Source: an optimization exercise on an open RTL-to-GDS flow (aim: small area, a short achievable clock period and few clock cycles). Production flows keep margins and buffers that such runs may drop.
Function was checked by simulation only, so behaviour that the tests miss may differ from the original.
Power and IR drop assume default switching activity.

rev 12:
==> flow/design.v <==
module pipecpu(input logic clk, input logic reset,
               output logic [63:0] imem_addr, input logic [31:0] imem_data,
               output logic [63:0] dmem_addr, output logic dmem_we, output logic dmem_re,
               output logic [63:0] dmem_wdata, input logic [63:0] dmem_rdata);
  logic [61:0] pcw;
  assign imem_addr = {pcw, 2'b00};
  logic [31:0] iw;
  assign iw = imem_data;
  logic f_addi, f_adds, f_subs, f_and, f_eor, f_lsr, f_ldur, f_stur, f_b, f_blt, f_cbz;
  assign f_addi = (iw[31:22] == 10'b1001000100);
  assign f_adds = (iw[31:21] == 11'b10101011000);
  assign f_subs = (iw[31:21] == 11'b11101011000);
  assign f_and  = (iw[31:21] == 11'b10001010000);
  assign f_eor  = (iw[31:21] == 11'b11001010000);
  assign f_lsr  = (iw[31:21] == 11'b11010011010);
  assign f_ldur = (iw[31:21] == 11'b11111000010);
  assign f_stur = (iw[31:21] == 11'b11111000000);
  assign f_b    = (iw[31:26] == 6'b000101);
  assign f_blt  = (iw[31:24] == 8'b01010100) & (iw[3:0] == 4'b1011);
  assign f_cbz  = (iw[31:24] == 8'b10110100);
  logic [4:0] f_ra, f_rb, f_rd;
  assign f_ra = iw[9:5];
  assign f_rb = (iw[31:24] == 8'b11111000 || iw[31:24] == 8'b10110100) ? iw[4:0] : iw[20:16];
  assign f_rd = iw[4:0];
  logic f_wen;
  assign f_wen = (f_addi | f_adds | f_subs | f_and | f_eor | f_lsr | f_ldur) & (f_rd != 5'd31);
  logic        x_wen, x_ldur, x_stur, x_b, x_blt, x_cbz, x_setf, x_sub, x_and, x_eor, x_lsr, x_useimm;
  logic [4:0]  x_ra, x_rb, x_rd;
  logic        x_fwa, x_fwb;
  logic [25:0] x_iw;      
  logic        x_addi;
  logic f_fwa, f_fwb;
  assign f_fwa = x_wen & ~x_ldur & (x_rd == f_ra);
  assign f_fwb = x_wen & ~x_ldur & (x_rd == f_rb);
  always_ff @(posedge clk) begin
    if (reset) begin
      x_wen <= 1'b0; x_ldur <= 1'b0; x_stur <= 1'b0;
      x_b <= 1'b0; x_blt <= 1'b0; x_cbz <= 1'b0; x_setf <= 1'b0;
    end else begin
      x_wen  <= f_wen;
      x_ldur <= f_ldur;
      x_stur <= f_stur;
      x_b    <= f_b;
      x_blt  <= f_blt;
      x_cbz  <= f_cbz;
      x_setf <= f_adds | f_subs;
    end
  end
  always_ff @(posedge clk) begin
    x_sub    <= f_subs;
    x_and    <= f_and;
    x_eor    <= f_eor;
    x_lsr    <= f_lsr;
    x_useimm <= f_addi | f_ldur | f_stur;
    x_fwa    <= f_fwa;
    x_fwb    <= f_fwb;
    x_ra     <= f_fwa ? 5'd31 : f_ra;
    x_rb     <= f_fwb ? 5'd31 : f_rb;
    x_rd     <= f_rd;
    x_iw     <= iw[25:0];
    x_addi   <= f_addi;
  end
  logic [63:0] regs [0:30];
  logic [63:0] a, b, a_n, b_n;
  assign a = ~a_n;
  assign b = ~b_n;
  logic [63:0] wb_data;
  logic [4:0]  m_rd;
  logic        m_wen, m_load, m_store, m_wbld;
  logic [63:0] m_res, m_sdata;
  logic [31:0] sel_a, sel_b;
  always_comb begin
    for (int i = 0; i < 31; i++) begin
      sel_a[i] = (x_ra == i[4:0]);
      sel_b[i] = (x_rb == i[4:0]);
    end
    sel_a[31] = x_fwa;
    sel_b[31] = x_fwb;
  end
  genvar k, j;
  for (k = 0; k < 64; k++) begin : RD
    logic [31:0] col;
    for (j = 0; j < 31; j++) begin : C
      assign col[j] = regs[j][k];
    end
    assign col[31] = m_res[k];
    rdsl RA(.sel(sel_a), .d(col), .yn(a_n[k]));
    rdsl RB(.sel(sel_b), .d(col), .yn(b_n[k]));
  end
  assign wb_data = m_wbld ? dmem_rdata : m_res;
  always_ff @(posedge clk) begin
    for (int i = 0; i < 31; i++)
      if (m_wen && m_rd == i[4:0]) regs[i] <= wb_data;
  end
  logic [63:0] opb, addb, p, g, cy, sum, res;
  logic        lt_q;
  logic [12:0] x_imm;     
  assign x_imm = x_addi ? {1'b0, x_iw[21:10]} : {{4{x_iw[20]}}, x_iw[20:12]};
  assign opb  = x_useimm ? {{51{x_imm[12]}}, x_imm} : b;
  assign addb = opb ^ {64{x_sub}};
  assign p    = a ^ addb;
  assign g    = a & addb;
  logic [63:0] gc;
  logic        g0;
  assign g0 = g[0] | (p[0] & x_sub);
  pfx64 PFX(.g({g[63:1], g0}), .p(p), .c(gc));
  assign cy = {gc[62:0], x_sub};    
  assign sum = p ^ cy;
  logic [63:0] shr;
  shr64 SHR(.x(a), .sh(x_iw[15:10]), .y(shr));
  always_comb begin
    if (x_and)      res = g;
    else if (x_eor) res = p;
    else if (x_lsr) res = shr;
    else            res = sum;
  end
  logic ovf;
  assign ovf = (a[63] == addb[63]) & (sum[63] != a[63]);
  logic taken;
  assign taken = x_b | (x_blt & lt_q) | (x_cbz & (b == 64'd0));
  logic [27:0] lo_seq, lo_tgt;
  logic        c_seq, c_tgt, up_t, dn_t;
  logic [33:0] ones_below, zeros_below, hi_seq, hi_tgt;
  logic [27:0] x_offm1;
  dec28 DEC(.x(x_b ? {{2{x_iw[25]}}, x_iw[25:0]} : {{9{x_iw[23]}}, x_iw[23:5]}), .y(x_offm1));
  inc28 INC(.a(pcw[27:0]), .s(lo_seq), .co(c_seq));
  add28 TGT(.a(pcw[27:0]), .b(x_offm1), .s(lo_tgt), .co(c_tgt));
  always_comb begin
    ones_below[0]  = 1'b1;
    zeros_below[0] = 1'b1;
    for (int i = 1; i < 34; i++) begin
      ones_below[i]  = ones_below[i-1] & pcw[28+i-1];
      zeros_below[i] = zeros_below[i-1] & ~pcw[28+i-1];
    end
  end
  assign up_t   = c_tgt & ~x_offm1[27];
  assign dn_t   = x_offm1[27] & ~c_tgt;
  assign hi_seq = pcw[61:28] ^ ({34{c_seq}} & ones_below);
  assign hi_tgt = pcw[61:28] ^ (({34{up_t}} & ones_below) | ({34{dn_t}} & zeros_below));
  always_ff @(posedge clk) begin
    if (reset) begin
      pcw     <= 62'd0;
      lt_q    <= 1'b0;
      m_wen   <= 1'b0;
      m_load  <= 1'b0;
      m_wbld  <= 1'b0;
      m_store <= 1'b0;
    end else begin
      pcw     <= taken ? {hi_tgt, lo_tgt} : {hi_seq, lo_seq};
      if (x_setf) lt_q <= sum[63] ^ ovf;
      m_wen   <= x_wen;
      m_load  <= x_ldur;
      m_wbld  <= x_ldur & x_wen;
      m_store <= x_stur;
    end
  end
  always_ff @(posedge clk) begin
    m_rd    <= x_rd;
    m_res   <= res;
    m_sdata <= b;
  end
  assign dmem_addr  = m_res;
  assign dmem_we    = m_store;
  assign dmem_re    = m_load;
  assign dmem_wdata = m_sdata;
endmodule
module ao222n(input logic s0, d0, s1, d1, s2, d2, output logic yn);
  assign yn = ~((s0 & d0) | (s1 & d1) | (s2 & d2));
endmodule
module rdsl(input logic [31:0] sel, input logic [31:0] d, output logic yn);
  logic [10:0] t;
  genvar i;
  for (i = 0; i < 10; i++) begin : G
    ao222n A(.s0(sel[3*i]), .d0(d[3*i]), .s1(sel[3*i+1]), .d1(d[3*i+1]),
             .s2(sel[3*i+2]), .d2(d[3*i+2]), .yn(t[i]));
  end
  assign t[10] = ~((sel[30] & d[30]) | (sel[31] & d[31]));
  assign yn = ~(~&t[3:0] | ~&t[7:4] | ~&t[10:8]);
endmodule
module mx2n(input logic a, b, s, output logic yn);
  assign yn = ~(s ? b : a);
endmodule
module shr64(input logic [63:0] x, input logic [5:0] sh, output logic [63:0] y);
  logic [63:0] st [0:6];
  assign st[0] = x;
  genvar l, i;
  for (l = 0; l < 6; l++) begin : L
    for (i = 0; i < 64; i++) begin : B
      if (i + (1 << l) < 64) begin : M
        mx2n U(.a(st[l][i]), .b(st[l][i + (1 << l)]), .s(sh[l]), .yn(st[l+1][i]));
      end else begin : Z
        if (l % 2 == 0) begin : E
          assign st[l+1][i] = ~(st[l][i] & ~sh[l]);
        end else begin : O
          assign st[l+1][i] = ~(st[l][i] | sh[l]);
        end
      end
    end
  end
  assign y = st[6];
endmodule
module dec28(input logic [27:0] x, output logic [27:0] y);
  assign y = x - 28'd1;
endmodule
module inc28(input logic [27:0] a, output logic [27:0] s, output logic co);
  assign {co, s} = {1'b0, a} + 29'd1;
endmodule
module add28(input logic [27:0] a, b, output logic [27:0] s, output logic co);
  logic [27:0] p, g, c;
  assign p = a ^ b;
  assign g = a & b;
  pfx28 PFX(.g(g), .p(p), .c(c));
  assign s  = p ^ {c[26:0], 1'b0};
  assign co = c[27];
endmodule
module pfx28(input logic [27:0] g, p, output logic [27:0] c);
  always_comb begin
    logic [27:0] gg, pp, gn, pn;
    gg = g;
    pp = p;
    for (int l = 0; l < 5; l++) begin
      gn = gg;
      pn = pp;
      for (int i = 0; i < 28; i++)
        if ((i >> l) & 1) begin
          gn[i] = gg[i] | (pp[i] & gg[((i >> l) << l) - 1]);
          pn[i] = pp[i] & pp[((i >> l) << l) - 1];
        end
      gg = gn;
      pp = pn;
    end
    c = gg;
  end
endmodule
module pfx64(input logic [63:0] g, p, output logic [63:0] c);
  always_comb begin
    logic [63:0] gg, pp, gn, pn;
    gg = g;
    pp = p;
    for (int l = 0; l < 6; l++) begin
      gn = gg;
      pn = pp;
      for (int i = 0; i < 64; i++)
        if ((i >> l) & 1) begin
          gn[i] = gg[i] | (pp[i] & gg[((i >> l) << l) - 1]);
          pn[i] = pp[i] & pp[((i >> l) << l) - 1];
        end
      gg = gn;
      pp = pn;
    end
    c = gg;
  end
endmodule
export LEC_CHECK = 0
export CAP_MARGIN = 20
export CORE_MARGIN = 2
export CORE_UTILIZATION = 55
export SLEW_MARGIN = 20
export SYNTH_HIERARCHICAL = 1
export SYNTH_MINIMUM_KEEP_SIZE = 0
create_clock -name core_clock -period 28.0 [get_ports {clk}]
standard.sh (not shown) runs the stock make flow with config.mk's settings and CLKGATE_MAP_FILE= SYNTH_SCRIPT=/design/flow/synth_recipe.tcl, a recipe that flattens the netlist after the stock synthesis.
==> flow/flow/run.sh <==
#!/bin/bash
set -euo pipefail
MARGIN=$(cat flow/margin.txt)
bash standard.sh "SETUP_SLACK_MARGIN=$MARGIN" \
  "BUFFER_PORTS_ARGS=-buffer_cell sky130_fd_sc_hd__buf_2" \
  "CTS_ARGS=-sink_clustering_enable -repair_clock_nets -dont_use_dummy_load -sink_clustering_size 25 -sink_clustering_max_diameter 90" \
  finish > flow_standard.log 2>&1
==> flow/flow/margin.txt <==
21
Testbench counts of rev 12, summed over its fixed seeds: cycles 35,905.
Input-level comparison between rev 13 and rev 12:
--- a/flow/design.v
+++ b/flow/design.v
@@ -25,6 +25,8 @@
   logic f_wen;
   assign f_wen = (f_addi | f_adds | f_subs | f_and | f_eor | f_lsr | f_ldur) & (f_rd != 5'd31);
-  logic        x_wen, x_ldur, x_stur, x_b, x_blt, x_cbz, x_setf, x_sub, x_and, x_eor, x_lsr, x_useimm;
-  logic [4:0]  x_ra, x_rb, x_rd;
+  logic        x_wen, x_ldur, x_stur, x_b, x_blt, x_cbz, x_setf, x_sub, x_and, x_eor, x_lsr, x_sum, x_useimm;
+  logic [4:0]  x_rd;
+  logic [3:0]  x_ra_hi, x_rb_hi;    
+  logic [7:0]  x_ra_lo, x_rb_lo;    
   logic        x_fwa, x_fwb;
   logic [25:0] x_iw;      
@@ -52,9 +54,16 @@
     x_eor    <= f_eor;
     x_lsr    <= f_lsr;
+    x_sum    <= ~(f_and | f_eor | f_lsr);
     x_useimm <= f_addi | f_ldur | f_stur;
     x_fwa    <= f_fwa;
     x_fwb    <= f_fwb;
-    x_ra     <= f_fwa ? 5'd31 : f_ra;
-    x_rb     <= f_fwb ? 5'd31 : f_rb;
+    for (int i = 0; i < 4; i++) begin
+      x_ra_hi[i] <= f_fwa ? (i == 3) : (f_ra[4:3] == i[1:0]);
+      x_rb_hi[i] <= f_fwb ? (i == 3) : (f_rb[4:3] == i[1:0]);
+    end
+    for (int i = 0; i < 8; i++) begin
+      x_ra_lo[i] <= f_fwa ? (i == 7) : (f_ra[2:0] == i[2:0]);
+      x_rb_lo[i] <= f_fwb ? (i == 7) : (f_rb[2:0] == i[2:0]);
+    end
     x_rd     <= f_rd;
     x_iw     <= iw[25:0];
@@ -72,6 +81,6 @@
   always_comb begin
     for (int i = 0; i < 31; i++) begin
-      sel_a[i] = (x_ra == i[4:0]);
-      sel_b[i] = (x_rb == i[4:0]);
+      sel_a[i] = x_ra_hi[i >> 3] & x_ra_lo[i & 7];
+      sel_b[i] = x_rb_hi[i >> 3] & x_rb_lo[i & 7];
     end
     sel_a[31] = x_fwa;
@@ -109,14 +118,9 @@
   logic [63:0] shr;
   shr64 SHR(.x(a), .sh(x_iw[15:10]), .y(shr));
-  always_comb begin
-    if (x_and)      res = g;
-    else if (x_eor) res = p;
-    else if (x_lsr) res = shr;
-    else            res = sum;
-  end
-  logic ovf;
-  assign ovf = (a[63] == addb[63]) & (sum[63] != a[63]);
+  assign res = ({64{x_and}} & g) | ({64{x_eor}} & p) | ({64{x_lsr}} & shr) | ({64{x_sum}} & sum);
+  logic m_setf, m_p63, m_a63, lt;
+  assign lt = m_setf ? (m_p63 ? m_res[63] : m_a63) : lt_q;
   logic taken;
-  assign taken = x_b | (x_blt & lt_q) | (x_cbz & (b == 64'd0));
+  assign taken = x_b | (x_blt & lt) | (x_cbz & (b == 64'd0));
   logic [27:0] lo_seq, lo_tgt;
   logic        c_seq, c_tgt, up_t, dn_t;
@@ -142,4 +146,5 @@
       pcw     <= 62'd0;
       lt_q    <= 1'b0;
+      m_setf  <= 1'b0;
       m_wen   <= 1'b0;
       m_load  <= 1'b0;
@@ -148,5 +153,6 @@
     end else begin
       pcw     <= taken ? {hi_tgt, lo_tgt} : {hi_seq, lo_seq};
-      if (x_setf) lt_q <= sum[63] ^ ovf;
+      lt_q    <= lt;
+      m_setf  <= x_setf;
       m_wen   <= x_wen;
       m_load  <= x_ldur;
@@ -159,4 +165,6 @@
     m_res   <= res;
     m_sdata <= b;
+    m_p63   <= p[63];
+    m_a63   <= a[63];
   end
   assign dmem_addr  = m_res;
Results
- Status | rev 12 and rev 13 | clean
- The global-route usage reported for rev 13 is greater than that of rev 12 by 1.7 points.
- Comparing rev 13 with rev 12, the power consumed by the clock network came out essentially unchanged.
- Rev 12 has a lower cell depth of the worst hold path than rev 13.
- Min number of instances resized during post-cts repair across rev 12 and rev 13: rev 12
- Shortest period the worst path allows for rev 13: 180 ps up relative to rev 12
- In the final design statistics, rev 13 uses fewer standard cells in total than rev 12.
Testbench counts of rev 13, summed over its fixed seeds: cycles 35,905.

==> static timing again, ports no longer ideal <==
Ports are ideal in the flow. The routed layouts listed here were re-timed in OpenROAD. Step 1 assumes that a clkbuf_16 drives the clock port and a buf_2 every other input. Step 2 also shifts input and output timing later by t, the mid clock arrival at the registers, as if the neighbouring blocks saw the same clock. Slacks: ideal / step 1 / step 2; pairs: ideal / step 1.
run | t (ns) | setup WS [ns] | hold WS [ns] | clock arrival spread, ns | worst data-port slew with drivers (ns)
rev 12 | 0.885 | 20.966 / 20.875 / 20.278 | 0.462 / 0.462 / 0.462 | 0.071 / 0.071 | 0.15
rev 13 | 0.901 | 20.786 / 20.806 / 19.905 | 0.449 / 0.449 / 0.449 | 0.088 / 0.088 | 0.11
After both steps setup and hold are still met in every run listed. The setup slack of rev 13, which loses most, moves by +0.020 ns with the drivers and by -0.881 ns with both steps.
